Source: an optimization exercise on an open RTL-to-GDS flow (aim: small area). Production flows keep margins and buffers that such runs may drop.
The RTL was checked by simulation tests, not by an equivalence proof against the original design.
No activity file was given, so power comes from the tool's default toggle rates.

## Segway
module Segway(clk,RST_n,LED,INERT_SS_n,INERT_MOSI,
              INERT_SCLK,INERT_MISO,A2D_SS_n,A2D_MOSI,A2D_SCLK,
			  A2D_MISO,PWM_rev_rght,PWM_frwrd_rght,PWM_rev_lft,
			  PWM_frwrd_lft,piezo_n,piezo,INT,RX);
==> flow/config.mk <==
export PLATFORM = sky130hd
export DESIGN_NAME = Segway
export DESIGN_NICKNAME = Segway
export VERILOG_FILES = /design/flow/design.v
export SDC_FILE = /design/flow/constraint.sdc
export NUM_CORES = 4
export LEC_CHECK = 0
export CAP_MARGIN = 20
export CORE_MARGIN = 2
export CORE_UTILIZATION = 40
export CTS_BUF_LIST = sky130_fd_sc_hd__clkbuf_8
export CTS_CLUSTER_DIAMETER = 80
export CTS_CLUSTER_SIZE = 16
export GPL_TIMING_DRIVEN = 0
export PLACE_DENSITY = 0.6
export SLEW_MARGIN = 20
==> flow/constraint.sdc <==
create_clock -name core_clock -period 20.0 [get_ports {clk}]
set_input_delay 4.0000 -clock core_clock [delete_from_list [all_inputs] [get_ports {clk}]]
set_output_delay 4.0000 -clock core_clock [all_outputs]
set_load 0.01 [all_outputs]
standard.sh (not shown) runs the stock make flow with config.mk's settings and CLKGATE_MAP_FILE= SYNTH_SCRIPT=/design/flow/synth_recipe.tcl, a recipe that flattens the netlist after the stock synthesis.
==> flow/flow/run.sh <==
#!/bin/bash
# The standard layout (standard.sh) with three changes:
#  1. after the standard synthesis, the combinational cells (all but the
#     flip-flops, adder cells and tie cells) are re-mapped by ABC with an
#     area-leaning script (resynth.tcl, abc_resynth.script);
#  2. clock tree synthesis adds no dummy loads;
#  3. the port buffers use the smallest buffer cell.
# Each tool's output goes to a log file in this folder (and ORFS's own logs).
set -euo pipefail
R=$PWD/orfs/results/$FLOW_PLATFORM/Segway/base
bash standard.sh synth > standard_synth.log 2>&1
cp $R/1_2_yosys.v $R/1_2_yosys_std.v
RESYNTH_RESULTS=$R yosys -c flow/resynth.tcl > resynth.log 2>&1
rm -f $R/1_synth.odb $R/1_synth.sdc
bash standard.sh \
  "CTS_ARGS=-sink_clustering_enable -repair_clock_nets -sink_clustering_size 16 -sink_clustering_max_diameter 80 -buf_list sky130_fd_sc_hd__clkbuf_8 -dont_use_dummy_load" \
  "BUFFER_PORTS_ARGS=-buffer_cell sky130_fd_sc_hd__buf_1" \
  finish > standard.log 2>&1
Other scripts of this flow, unchanged in this note and not shown: flow/flow/abc_resynth.script, flow/flow/resynth.tcl
The starting point finished with timing, DRC and antenna clean.
Next try:
--- a/flow/flow/run.sh
+++ b/flow/flow/run.sh
@@ -2,6 +2,6 @@
 # The standard layout (standard.sh) with three changes:
 #  1. after the standard synthesis, the combinational cells (all but the
-#     flip-flops, adder cells and tie cells) are re-mapped by ABC with an
-#     area-leaning script (resynth.tcl, abc_resynth.script);
+#     flip-flops, full adders and tie cells) are re-mapped by ABC with an
+#     area-leaning script (resynth.tcl, abc_resynth.script), twice;
 #  2. clock tree synthesis adds no dummy loads;
 #  3. the port buffers use the smallest buffer cell.
@@ -12,4 +12,7 @@
 cp $R/1_2_yosys.v $R/1_2_yosys_std.v
 RESYNTH_RESULTS=$R yosys -c flow/resynth.tcl > resynth.log 2>&1
+# a second pass of the same re-mapping, on the first pass's result
+cp $R/1_2_yosys.v $R/1_2_yosys_std.v
+RESYNTH_RESULTS=$R yosys -c flow/resynth.tcl > resynth2.log 2>&1
 rm -f $R/1_synth.odb $R/1_synth.sdc
 bash standard.sh \
Settings changed: GPL_TIMING_DRIVEN 0 to default.
Outcome: Fmax stays flat. Wire length came out higher by 1.4%. Worst setup slack degrades by 29 ps. Cell area shrinks by 1.6%.

---

## branch ember
Another version of the RTL of Segway (not shown whole).
Size: about 1800 cells after synthesis, about 26 I/O pins.
==> flow/config.mk <==
export PLATFORM = sky130hd
export DESIGN_NAME = Segway
export DESIGN_NICKNAME = Segway
export VERILOG_FILES = /design/flow/design.v
export SDC_FILE = /design/flow/constraint.sdc
export NUM_CORES = 4
export LEC_CHECK = 0
export CAP_MARGIN = 20
export CORE_MARGIN = 2
export CORE_UTILIZATION = 40
export CTS_BUF_LIST = sky130_fd_sc_hd__clkbuf_8
export CTS_CLUSTER_DIAMETER = 80
export CTS_CLUSTER_SIZE = 16
export PLACE_DENSITY = 0.6
export SLEW_MARGIN = 20
==> flow/constraint.sdc <==
create_clock -name core_clock -period 20.0 [get_ports {clk}]
set_input_delay 4.0000 -clock core_clock [delete_from_list [all_inputs] [get_ports {clk}]]
set_output_delay 4.0000 -clock core_clock [all_outputs]
set_load 0.01 [all_outputs]
==> flow/flow/run.sh <==
#!/bin/bash
# The standard layout (standard.sh) with three changes:
#  1. after the standard synthesis, the combinational cells (all but the
#     flip-flops, adder cells and tie cells) are re-mapped by ABC with an
#     area-leaning script (resynth.tcl, abc_resynth.script);
#  2. clock tree synthesis adds no dummy loads;
#  3. the port buffers use the smallest buffer cell.
# Each tool's output goes to a log file in this folder (and ORFS's own logs).
set -euo pipefail
R=$PWD/orfs/results/$FLOW_PLATFORM/Segway/base
bash standard.sh synth > standard_synth.log 2>&1
cp $R/1_2_yosys.v $R/1_2_yosys_std.v
RESYNTH_RESULTS=$R yosys -c flow/resynth.tcl > resynth.log 2>&1
rm -f $R/1_synth.odb $R/1_synth.sdc
bash standard.sh \
  "CTS_ARGS=-sink_clustering_enable -repair_clock_nets -sink_clustering_size 16 -sink_clustering_max_diameter 80 -buf_list sky130_fd_sc_hd__clkbuf_8 -dont_use_dummy_load" \
  "BUFFER_PORTS_ARGS=-buffer_cell sky130_fd_sc_hd__buf_1" \
  finish > standard.log 2>&1
==> flow/flow/abc_resynth.script <==
&get -n
&st
&dch
&nf -R 1000
&st
&syn2
&if -g -K 6
&synch2
&nf -R 1000
&st
&syn2
&if -g -K 6
&synch2
&nf -R 1000
&st
&syn2
&if -g -K 6
&synch2
&nf -R 1000
&st
&syn2
&if -g -K 6
&synch2
&nf -R 1000
&st
&syn2
&if -g -K 6
&synch2
&nf -R 1000
&put
==> flow/flow/resynth.tcl <==
# Re-map the combinational logic of the standard synthesis with an
# area-leaning ABC script.  Flip-flops, full/half adders and tie cells of the
# standard netlist are kept as they are (same instances, names and cell
# types); every other cell is read as its liberty function and re-mapped.
set lib $::env(FLOW_HOME)/platforms/sky130hd/lib/sky130_fd_sc_hd__tt_025C_1v80.lib
set res $::env(RESYNTH_RESULTS)
yosys read_liberty -ignore_miss_func $lib
foreach c {conb_1 dfrtp_1 dfrtp_2 dfrtp_4 dfstp_1 dfstp_2 dfstp_4 dfxtp_1 dfxtp_2 dfxtp_4 edfxtp_1 fa_1 fa_2 fa_4 ha_1 ha_2 ha_4 dfrbp_1 dfrbp_2 dfsbp_1 dfsbp_2 dfxbp_1 dfxbp_2 edfxbp_1 dlxtp_1} {
  yosys setattr -mod -set blackbox 1 sky130_fd_sc_hd__$c
}
yosys read_verilog $res/1_2_yosys_std.v
yosys hierarchy -top $::env(FLOW_TOP)
yosys tee -o resynth_before.txt stat -liberty $lib
yosys flatten
yosys opt_clean
set f [open abc.constr w]
puts $f "set_driving_cell sky130_fd_sc_hd__buf_1"
puts $f "set_load 5"
close $f
yosys abc -script [file normalize flow/abc_resynth.script] -liberty $lib -constr [file normalize abc.constr] \
  -dont_use sky130_fd_sc_hd__probe_p_8 -dont_use sky130_fd_sc_hd__probec_p_8 -dont_use sky130_fd_sc_hd__lpflow_*
yosys splitnets
yosys opt_clean -purge
yosys tee -o resynth_after.txt stat -liberty $lib
yosys write_verilog -noattr -nohex -nodec $res/1_2_yosys.v
branch ember closes out successfully: all stages finished, all timing, DRC and antenna checks passed.
Setup changes, branch ember to branch quartz
==> flow/flow/abc_resynth.script <==
&get -n
&st
&dch
&nf -R 1000
&st
&dch -f
&nf -R 1000
&st
&dch -f
&nf -R 1000
&st
&dch -f
&nf -R 1000
&put
-- flow/flow/resynth.tcl --
<<< branch ember, line 13
yosys tee -o resynth_before.txt stat -liberty $lib
yosys flatten
yosys opt_clean
set f [open abc.constr w]
puts $f "set_driving_cell sky130_fd_sc_hd__buf_1"
>>> branch quartz, line 13
yosys tee -o resynth_before.txt stat -liberty $lib
yosys flatten
# nets named after the flattened cells' pins are internal
yosys rename -hide w:_*
yosys opt_clean -purge
set f [open abc.constr w]
puts $f "set_driving_cell sky130_fd_sc_hd__buf_1"
<<< branch ember, line 22
yosys splitnets
yosys opt_clean -purge
yosys tee -o resynth_after.txt stat -liberty $lib
yosys write_verilog -noattr -nohex -nodec $res/1_2_yosys.v
>>> branch quartz, line 24
yosys splitnets
yosys opt_clean -purge
# as ORFS: buffer nets that go straight from a cell or input to an output port
yosys insbuf -buf sky130_fd_sc_hd__buf_4 A X
yosys tee -o resynth_after.txt stat -liberty $lib
yosys write_verilog -noattr -nohex -nodec $res/1_2_yosys.v
--- outcome ---
In terms of fraction of met3 tracks used by global routing, branch ember and branch quartz differ only marginally. Taking branch ember as the reference, in branch quartz share of power burned in the clock network decreased 0.8 points; via count fell by 128; timing-limited maximum frequency neither gained nor lost much; placeable core region lower; logic depth of the worst path, buffers included up 4.3%. Looking at synthesized cell count, branch quartz sits 18 below branch ember. Status: layout-stage area growth over the synthesis result parity (branch ember, branch quartz). branch quartz vs branch ember, met2 track demand over resource in global routing went down by 0.85 points.

---

== the reference run ==
Starting RTL as in the previous note.
==> flow/config.mk <==
export PLATFORM = sky130hd
export DESIGN_NAME = Segway
export DESIGN_NICKNAME = Segway
export VERILOG_FILES = /design/flow/design.v
export SDC_FILE = /design/flow/constraint.sdc
export NUM_CORES = 4
export LEC_CHECK = 0
export CAP_MARGIN = 20
export CORE_MARGIN = 2
export CORE_UTILIZATION = 40
export CTS_BUF_LIST = sky130_fd_sc_hd__clkbuf_8
export CTS_CLUSTER_DIAMETER = 80
export CTS_CLUSTER_SIZE = 16
export PLACE_DENSITY = 0.6
export SLEW_MARGIN = 20
==> flow/constraint.sdc <==
create_clock -name core_clock -period 20.0 [get_ports {clk}]
set_input_delay 4.0000 -clock core_clock [delete_from_list [all_inputs] [get_ports {clk}]]
set_output_delay 4.0000 -clock core_clock [all_outputs]
set_load 0.01 [all_outputs]
==> flow/flow/run.sh <==
#!/bin/bash
# The standard layout (the standard.sh: unchanged synthesis, floorplan,
# power grid, placement, routing), with two changes: clock tree synthesis
# adds no dummy loads, and the port buffers use the smallest buffer cell.
# Each tool's output stays in the ORFS logs under orfs/logs.
set -euo pipefail
bash standard.sh \
  "CTS_ARGS=-sink_clustering_enable -repair_clock_nets -sink_clustering_size 20 -sink_clustering_max_diameter 60 -buf_list sky130_fd_sc_hd__clkbuf_8 -dont_use_dummy_load" \
  "BUFFER_PORTS_ARGS=-buffer_cell sky130_fd_sc_hd__buf_1" \
  finish > standard.log 2>&1
The reference run finished end to end and its layout was clean on timing, DRC and antenna.
diff inputs: the reference run => the trial run
-- flow/flow/run.sh --
<<< the reference run, line 7
bash standard.sh \
  "CTS_ARGS=-sink_clustering_enable -repair_clock_nets -sink_clustering_size 20 -sink_clustering_max_diameter 60 -buf_list sky130_fd_sc_hd__clkbuf_8 -dont_use_dummy_load" \
  "BUFFER_PORTS_ARGS=-buffer_cell sky130_fd_sc_hd__buf_1" \
>>> the trial run, line 7
bash standard.sh \
  "CTS_ARGS=-sink_clustering_enable -repair_clock_nets -sink_clustering_size 16 -sink_clustering_max_diameter 80 -buf_list sky130_fd_sc_hd__clkbuf_8 -dont_use_dummy_load" \
  "BUFFER_PORTS_ARGS=-buffer_cell sky130_fd_sc_hd__buf_1" \
### Flow results
The trial run: all stages complete, timing, DRC and antenna checks passed. Between the trial run and the reference run, the difference in met2 demand-to-capacity share in global routing is negligible. Diff the trial run and the reference run: clock-cell share of area lower in the trial run. Of the two values seen for slowest library cell on the worst path, sky130_fd_sc_hd__o41a_1 was produced by the reference run and sky130_fd_sc_hd__fa_2 by the trial run. Summary — slew at the pin closest to its max-slew limit, the trial run relative to the reference run: higher, by 0.015 ns. Post-cts repair resize count delta for the trial run relative to the reference run: 1 lower. | total number of nets in the final design | the reference run vs the trial run | ≈ equal |. Compare the trial run and the reference run | worst slack on hold paths lower: the reference run.

afterwards: timing with drivers on the ports:
How much do the figures lean on ideal ports? The routed layouts below were timed once more, with nothing changed but the port constraints.
Step 1 assumes that a clkbuf_16 drives the clock port and a buf_2 every other input.
Step 2 times the ports against the registers' clock, not the clock port: input delays grow and output delays shrink by t, the midpoint of the rising clock arrivals with the driver on.
Three values: no drivers, after step 1, after step 2; two values: the first two.
run | t (ns) | slack for setup (ns) | hold slack, ns | worst data-port slew with drivers (ns) | pins driven straight from the clock port
the first run of note 1 | 0.606 | 1.097 / 1.097 / 1.097 | 0.290 / 0.290 / 0.290 | 0.03 | 1
the second run of note 1 | 0.598 | 1.068 / 1.068 / 1.068 | 0.283 / 0.283 / 0.283 | 0.04 | 1
branch ember | 0.611 | 0.826 / 0.826 / 0.826 | 0.275 / 0.275 / 0.275 | 0.04 | 1
branch quartz | 0.613 | 0.812 / 0.812 / 0.812 | 0.260 / 0.260 / 0.260 | 0.03 | 1
the reference run | 0.641 | 0.786 / 0.786 / 0.786 | 0.339 / 0.339 / 0.339 | 0.04 | 1
the trial run | 0.612 | 0.773 / 0.773 / 0.773 | 0.353 / 0.353 / 0.353 | 0.04 | 1
After both steps setup and hold are still met in every run listed.
